This is an optimization exercise on Yosys and OpenROAD, whose aim is small area, not a production implementation. In this exercise RTL edits were held to simulation tests only and were not proved equivalent to the original. The clock port is modelled as an ideal driver, which makes a skipped or thinned clock tree look cheaper than it is; a real chip needs a root buffer or a tree. Power figures rest on the tool's default switching activity, not on a simulated workload.

==> flow/design.v <==
`timescale 1ns / 1ns
module Bin2BCD(Clk, Load, Binary, FixOnes, FixTens, FixHund, Ring);
   input Clk;
   input Load;
   input [11:0] Binary;
   input FixOnes, FixTens, FixHund;
   output reg [11:0] Ring;
   function [3:0] fix;
      input [3:0] d;
      input Add;
      begin
         fix[3] = d[3] | Add;
         fix[2] = (~Add & d[2]) | (Add & d[3] & d[0]);
         fix[1] = (~Add & d[1]) | (Add & ((d[2] & d[1] & d[0]) | (d[3] & ~d[0])));
         fix[0] = (~Add & d[0]) | (Add & ~d[0] & (d[3] | (d[2] & d[1])));
      end
   endfunction
   wire [3:0] Ones = {Ring[1:0], Ring[11:10]};
   wire [3:0] Tens = Ring[5:2];
   wire [2:0] Hund = Ring[8:6];
   wire AddOnes = FixOnes & (Ones[3] | (Ones[2] & (Ones[1] | Ones[0])));
   wire AddTens = FixTens & (Tens[3] | (Tens[2] & (Tens[1] | Tens[0])));
   wire [3:0] NewOnes = fix(Ones, AddOnes);
   wire [3:0] NewTens = fix(Tens, AddTens);
   wire HundFive = FixHund & Hund[2] & Hund[0];
   wire [2:0] NewHund = {Hund[2] & ~HundFive, Hund[1], Hund[0] & ~HundFive};
   wire [11:0] Fixed = {NewOnes[1:0], Ring[9], NewHund, NewTens, NewOnes[3:2]};
   always @(posedge Clk)
      if (Load) Ring <= Binary;
      else Ring <= {Fixed[10:0], Fixed[11]};
endmodule
`timescale 1ns / 1ns
module LcdInterface(Rst, Clk, Go, DispReact, DispTime, First, LCD_Data, LCD_E, LCD_RS, LCD_RW);
   input Clk, Rst;
   input Go;
   input DispReact;
   input [9:0] DispTime;
   output First;    
   output reg [11:8] LCD_Data;
   output reg LCD_E, LCD_RS;
   output LCD_RW;
   assign LCD_RW = 1'b0;
   reg [4:0] Slot;
   reg [3:0] Phase;
   reg LineReact;
   wire Idle = ~Slot[4] & ~Slot[3];                          
   wire AddrSlot = (Slot == 5'd15);
   wire InitSlot = ~Slot[4] & Slot[3] & ~AddrSlot;          
   wire Ph0 = (Phase == 4'd0);
   wire Ph3 = (Phase == 4'd3);
   wire Ph5 = Phase[2] & ~Phase[1] & Phase[0];
   wire Ph3to6 = ~Phase[3] & (Phase[2] ^ (Phase[1] & Phase[0]));
   wire Ph10 = Phase[3] & Phase[1] & ~Phase[0];
   wire Ph11 = Phase[3] & Phase[1] & Phase[0];
   always @(posedge Clk) begin
      if (Rst) begin
         Slot <= 5'd9;
         Phase <= 4'd1;
      end
      else if (Idle) begin
         if (Go) Slot <= 5'd15;
      end
      else begin
         Phase[0] <= ~Phase[0];
         Phase[1] <= Phase[1] ^ Phase[0];
         Phase[2] <= (Phase[2] ^ (Phase[1] & Phase[0])) & ~Phase[3];
         Phase[3] <= (Phase[3] & ~(Phase[1] & Phase[0])) | (Phase[2] & Phase[1] & Phase[0]);
         if (Ph11) Slot <= Slot + 5'd1;
      end
   end
   assign First = ~Slot[4] & ~Slot[2] & ~Slot[1] & Slot[0] & (Phase == 4'd1);    
   wire Load = AddrSlot & Ph0;
   wire Convert = AddrSlot & LineReact & ~Ph11;
   wire [11:0] Digits;
   Bin2BCD Bin2BCD_0 (Clk, Load, {DispTime[1:0] & {2{~DispReact}}, DispTime},
                      Convert & (Phase[3] | Phase[2] | (Phase[1] & Phase[0])),    
                      Convert & (Phase[3] | (Phase[2] & Phase[1] & Phase[0])),    
                      Convert & Ph10, Digits);
   always @(posedge Clk)
      if (Load) LineReact <= DispReact;
   wire [1:0] LineCode = Digits[3:2];
   localparam [127:0] InitString = "Reaction Timer  ",
                      CheatString = "No Cheating!    ",
                      SlowString = "Too Slow!       ",
                      WaitString = "Wait for LEDs...",
                      ReactionString = "0.000 s         ";
   wire [3:0] Idx = ~Slot[3:0];    
   reg [7:0] Char;
   always @(*) begin
      if (LineReact) begin
         Char = ReactionString[{Idx, 3'b000} +: 8];
         if (Slot[3:0] == 4'd2) Char[3:0] = Digits[3:0];
         if (Slot[3:0] == 4'd3) Char[3:0] = Digits[11:8];
         if (Slot[3:0] == 4'd4) Char[3:0] = Digits[7:4];
      end
      else case (LineCode)
         2'd0: Char = InitString[{Idx, 3'b000} +: 8];
         2'd1: Char = CheatString[{Idx, 3'b000} +: 8];
         2'd2: Char = SlowString[{Idx, 3'b000} +: 8];
         default: Char = WaitString[{Idx, 3'b000} +: 8];
      endcase
   end
   always @(*) begin
      LCD_Data = 4'h0;
      LCD_E = 1'b0;
      LCD_RS = 1'b0;
      if (Slot[4]) begin
         LCD_RS = Ph3to6;
         if (Ph3) begin LCD_E = 1'b1; LCD_Data = Char[7:4]; end
         if (Ph5) begin LCD_E = 1'b1; LCD_Data = Char[3:0]; end
      end
      else if (AddrSlot) begin
         if (Ph3) begin LCD_E = 1'b1; LCD_Data = 4'h8; end
         if (Ph5) LCD_E = 1'b1;
      end
      else if (InitSlot) begin
         case (Slot[2:0])
            3'd1: begin    
               LCD_E = (~Phase[0] & (Phase[2] | (Phase[3] & ~Phase[1]))) | Ph11;    
               LCD_Data[9] = Phase[3] | Phase[2] | (Phase[1] & Phase[0]);         
               LCD_Data[8] = Phase[3] ? ~Phase[1] : (Phase[2] | (Phase[1] & Phase[0]));    
            end
            3'd2: begin    
               LCD_E = Phase[0];                                                  
               if (~Phase[3] & ~Phase[2] & ~Phase[1]) LCD_Data = 4'h2;           
               if (Ph3) LCD_Data = 4'h8;
               if (Phase[2] & Phase[1] & Phase[0]) LCD_Data = 4'h6;              
               if (Ph11) LCD_Data = 4'hc;
            end
            3'd3: begin    
               LCD_E = ~Phase[3] & ~Phase[2] & Phase[0];                         
               if (Ph3) LCD_Data = 4'h1;
            end
            default: ;
         endcase
      end
   end
endmodule
`timescale 1ns / 1ns
module LCDDisplay(Clk, Rst, Cheat, Slow, Wait, ReactionTime, LCDUpdate, LCDAck, LCD_Data, LCD_E, LCD_RS, LCD_RW);
   input Clk, Rst;
   input Cheat, Slow, Wait;
   input [9:0] ReactionTime;
   input LCDUpdate;
   output LCDAck;
   output [11:8] LCD_Data;
   output LCD_E, LCD_RS, LCD_RW;
   localparam M_Init = 2'd0, M_Cheat = 2'd1, M_Slow = 2'd2, M_Wait = 2'd3;
   localparam S_Wait = 3'd0,
              S_WaitAck = 3'd1,
              S_LCDAck = 3'd2,
              S_LCDAckAck = 3'd3,
              S_Reaction = {1'b1, M_Init},
              S_Cheat = {1'b1, M_Cheat},
              S_Slow = {1'b1, M_Slow},
              S_WaitString = {1'b1, M_Wait};
   reg [2:0] State;
   reg DispReact;
   reg [9:0] DispTime;
   assign LCDAck = ~State[2] & State[0];
   wire GO = ~State[2] & (State[1] | State[0]);
   wire First;
   LcdInterface LcdInterface_0 (Rst, Clk, GO, DispReact, DispTime, First, LCD_Data, LCD_E, LCD_RS, LCD_RW);
   always @(posedge Clk) begin
      if (Rst)
         State <= S_Wait;
      else if (State[2])    
         State <= S_LCDAck;
      else if (State[1])    
         State <= LCDUpdate ? S_LCDAckAck : S_WaitAck;
      else if (LCDUpdate && !First) begin    
         if (Cheat) State <= S_Cheat;
         else if (Slow) State <= S_Slow;
         else if (Wait) State <= S_WaitString;
         else State <= S_Reaction;
      end
      else
         State <= S_Wait;
   end
   always @(posedge Clk) begin
      if (Rst) begin
         DispReact <= 0;
         DispTime[1:0] <= M_Init;
      end
      else if (State[2]) begin
         DispReact <= (State == S_Reaction);
         DispTime[1:0] <= (State == S_Reaction) ? ReactionTime[1:0] : State[1:0];
      end
   end
   always @(posedge Clk)
      if (State[2]) DispTime[9:2] <= ReactionTime[9:2];
endmodule
export LEC_CHECK = 0
export CAP_MARGIN = 20
export CORE_MARGIN = 2
export CORE_UTILIZATION = 40
export SLEW_MARGIN = 20
create_clock -name core_clock -period 10.0 [get_ports {Clk}]
standard.sh (not shown) runs the stock make flow with config.mk's settings and CLKGATE_MAP_FILE= SYNTH_SCRIPT=/design/flow/synth_recipe.tcl, a recipe that flattens the netlist after the stock synthesis.
==> flow/flow/run.sh <==
#!/bin/bash
# Layout flow: the standard ORFS flow (standard.sh), with these changes,
# which only affect which cells make up the layout:
#  - synthesis maps the logic with an area-oriented ABC script (abc_area.script
#    here: deep AIG optimisation, then area mapping) instead of ORFS's
#    delay-oriented one with up-sizing. The synthesis is run four times, with
#    four random seeds for the AIG optimisation, each in its own ORFS work
#    folder (orfs_<seed>); the run with the smallest cell area is kept and the
#    layout continues from it in orfs/;
#  - Yosys's full/half-adder extraction is skipped (ADDER_MAP_FILE empty), so
#    ABC sees the counters as plain logic;
#  - the port buffers are the smallest buffer, sky130_fd_sc_hd__buf_1;
#  - the clock step builds the clock network with clock_buffer.tcl here (three
#    clock buffers driven by the clock port, each driving a third of the
#    registers) in place of ORFS's clock tree synthesis; the rest of that step
#    (legalisation, timing repair) is ORFS's.
# Everything else (synthesis script, floorplan, power grid, tap cells,
# placement, routing) is ORFS's, run through standard.sh. Each tool's output
# is in the ORFS logs of orfs/ (and orfs_<seed>/ for the synthesis runs);
# synth_<seed>.log and flow.log hold what the make runs print.
set -euo pipefail
W=$PWD
SEEDS="1 2 3 4"
for s in $SEEDS; do
  rm -rf "$W/scripts_$s" "$W/orfs_$s"
  cp -r "$FLOW_HOME/scripts" "$W/scripts_$s"
  sed "s/@SEED@/$s/" "$W/flow/abc_area.script" > "$W/scripts_$s/abc_area.script"
  sed -i "s|^log_cmd clock_tree_synthesis {\*}\$cts_args\$|source $W/flow/clock_buffer.tcl|" \
    "$W/scripts_$s/cts.tcl"
  grep -q "clock_buffer.tcl" "$W/scripts_$s/cts.tcl"
done
pids=""
for s in $SEEDS; do
  bash standard.sh WORK_HOME="$W/orfs_$s" SCRIPTS_DIR="$W/scripts_$s" ABC_AREA=1 \
    ADDER_MAP_FILE= synth > "$W/synth_$s.log" 2>&1 &
  pids="$pids $!"
done
for p in $pids; do wait "$p"; done
best=""
best_area=""
for s in $SEEDS; do
  a=$(grep "Chip area for module" "$W/orfs_$s/reports/sky130hd/LCDDisplay/base/synth_stat.txt" | awk '{print $NF}')
  echo "seed $s: synthesis cell area $a" | tee -a "$W/seeds.log"
  if [[ -z "$best" ]] || awk -v a="$a" -v b="$best_area" 'BEGIN { exit !(a < b) }'; then
    best=$s
    best_area=$a
  fi
done
echo "kept seed $best" | tee -a "$W/seeds.log"
rm -rf "$W/orfs"
cp -a "$W/orfs_$best" "$W/orfs"
bash standard.sh SCRIPTS_DIR="$W/scripts_$best" ABC_AREA=1 ADDER_MAP_FILE= \
  "BUFFER_PORTS_ARGS=-buffer_cell sky130_fd_sc_hd__buf_1" \
  finish > "$W/flow.log" 2>&1
==> flow/flow/abc_area.script <==
strash
&get -n
&deepsyn -T 300 -S @SEED@
&put
dch -f
map -a
topo
==> flow/flow/clock_buffer.tcl <==
# Clock distribution for this small design, in place of a clock tree: the
# registers are split by position into three groups of about the same size,
# and one sky130_fd_sc_hd__clkbuf_8, driven by the clock port, drives the
# clock pins of each group. Each buffer is placed at the centre of its group;
# detailed placement then legalises it.
set groups 3
set block [ord::get_db_block]
set clk_net [[$block findBTerm Clk] getNet]
set master [[ord::get_db] findMaster sky130_fd_sc_hd__clkbuf_8]
set sinks {}
foreach it [$clk_net getITerms] {
  lassign [[$it getInst] getLocation] x y
  lappend sinks [list $x $y $it]
}
set sinks [lsort -integer -index 0 $sinks]
set n [llength $sinks]
for {set g 0} {$g < $groups} {incr g} {
  set buf [odb::dbInst_create $block $master clkbuf_$g]
  set net [odb::dbNet_create $block clknet_$g]
  $net setSigType CLOCK
  set from [expr {$g * $n / $groups}]
  set to [expr {($g + 1) * $n / $groups - 1}]
  set sx 0
  set sy 0
  foreach s [lrange $sinks $from $to] {
    lassign $s x y it
    set sx [expr {$sx + $x}]
    set sy [expr {$sy + $y}]
    $it disconnect
    $it connect $net
  }
  set k [expr {$to - $from + 1}]
  [$buf findITerm A] connect $clk_net
  [$buf findITerm X] connect $net
  $buf setLocation [expr {$sx / $k}] [expr {$sy / $k}]
  $buf setPlacementStatus PLACED
  puts "clock_buffer: clkbuf_$g drives $k clock pins"
}
set_propagated_clock [all_clocks]
The baseline produced a clean layout.
Change:
--- a/flow/flow/run.sh
+++ b/flow/flow/run.sh
@@ -21,5 +21,5 @@
 set -euo pipefail
 W=$PWD
-SEEDS="1 2 3 4"
+SEEDS="1"
 for s in $SEEDS; do
   rm -rf "$W/scripts_$s" "$W/orfs_$s"
==> flow/flow/abc_area.script (replaced) <==
strash
dc2
dch -f
map -a
topo
--- a/flow/flow/clock_buffer.tcl
+++ b/flow/flow/clock_buffer.tcl
@@ -7,5 +7,5 @@
 set block [ord::get_db_block]
 set clk_net [[$block findBTerm Clk] getNet]
-set master [[ord::get_db] findMaster sky130_fd_sc_hd__clkbuf_8]
+set master [[ord::get_db] findMaster sky130_fd_sc_hd__buf_6]
 set sinks {}
 foreach it [$clk_net getITerms] {
What happened: The new run completed without violations. Power drops by about 5.4%. Critical path depth drops by 5. First-iteration DRC count climbs by about 30%. Synthesized area climbs by 6.4%. Sequential share of layout area drops by 2.0 points. Final cell count climbs by 8.8%. Fmax climbs by about 10%. Cell area climbs by about 6%. Routed wire length climbs by about 6%. Register-to-register slack loses 0.68 ns. Global-route usage climbs by 0.30 points.
Change:
--- a/flow/flow/clock_buffer.tcl
+++ b/flow/flow/clock_buffer.tcl
@@ -4,8 +4,8 @@
 # clock pins of each group. Each buffer is placed at the centre of its group;
 # detailed placement then legalises it.
-set groups 3
+set groups 4
 set block [ord::get_db_block]
 set clk_net [[$block findBTerm Clk] getNet]
-set master [[ord::get_db] findMaster sky130_fd_sc_hd__buf_6]
+set master [[ord::get_db] findMaster sky130_fd_sc_hd__buf_4]
 set sinks {}
 foreach it [$clk_net getITerms] {
=>
- The new run produced a clean layout
- wire length increases by 1.3%
- worst hold slack is worse by 0.0098 ns
- via count increases by 0.50%
- power decreases by 0.38%
- final cell count barely changes
- sequential power barely changes
Change:
--- a/flow/flow/run.sh
+++ b/flow/flow/run.sh
@@ -21,5 +21,5 @@
 set -euo pipefail
 W=$PWD
-SEEDS="1"
+SEEDS="1 2 3 4"
 for s in $SEEDS; do
   rm -rf "$W/scripts_$s" "$W/orfs_$s"
==> flow/flow/abc_area.script (replaced) <==
strash
&get -n
&deepsyn -T 300 -S @SEED@
&put
dch -f
map -a
topo
--- a/flow/flow/clock_buffer.tcl
+++ b/flow/flow/clock_buffer.tcl
@@ -1,11 +1,11 @@
 # Clock distribution for this small design, in place of a clock tree: the
 # registers are split by position into three groups of about the same size,
-# and one sky130_fd_sc_hd__clkbuf_8, driven by the clock port, drives the
-# clock pins of each group. Each buffer is placed at the centre of its group;
+# and one sky130_fd_sc_hd__buf_6, driven by the clock port, drives the clock
+# pins of each group. Each buffer is placed at the centre of its group;
 # detailed placement then legalises it.
-set groups 4
+set groups 3
 set block [ord::get_db_block]
 set clk_net [[$block findBTerm Clk] getNet]
-set master [[ord::get_db] findMaster sky130_fd_sc_hd__buf_4]
+set master [[ord::get_db] findMaster sky130_fd_sc_hd__buf_6]
 set sinks {}
 foreach it [$clk_net getITerms] {
The new run completed with no timing, DRC or antenna violations.
Routed wire length falls by 6.6%.
Power rises by 4.4%.
Final area falls by 5.8%.
Synthesized cell count falls by 9.5%.
No run of this note takes its clock network from TritonCTS; it comes from the design's own scripts or RTL.

==> port drivers added, routing unchanged <==
Ports are ideal in the flow. The routed layouts listed here were re-timed in OpenROAD. Step 1: set_driving_cell puts a clkbuf_16 on Clk and a buf_2 on each other input, an assumption about the parent block. Step 2 adds t to the input delays and takes it off the output delays; t is the mean of the earliest and latest rising clock arrival at the registers after step 1. Input paths then give back, and output paths get back, about the clock's delay inside the block. a / b / c = no drivers / after step 1 / after step 2; a / b = the first two.
run	t, ns	setup WS [ns]	worst setup path at the end
the first run	0.185	4.697 / 4.653 / 4.839	register to output
the second run	0.161	5.169 / 5.125 / 5.286	register to output
the third run	0.177	5.164 / 5.121 / 5.299	register to output
the fourth run	0.161	4.729 / 4.683 / 4.843	register to output
After both steps every run listed still meets setup and hold.
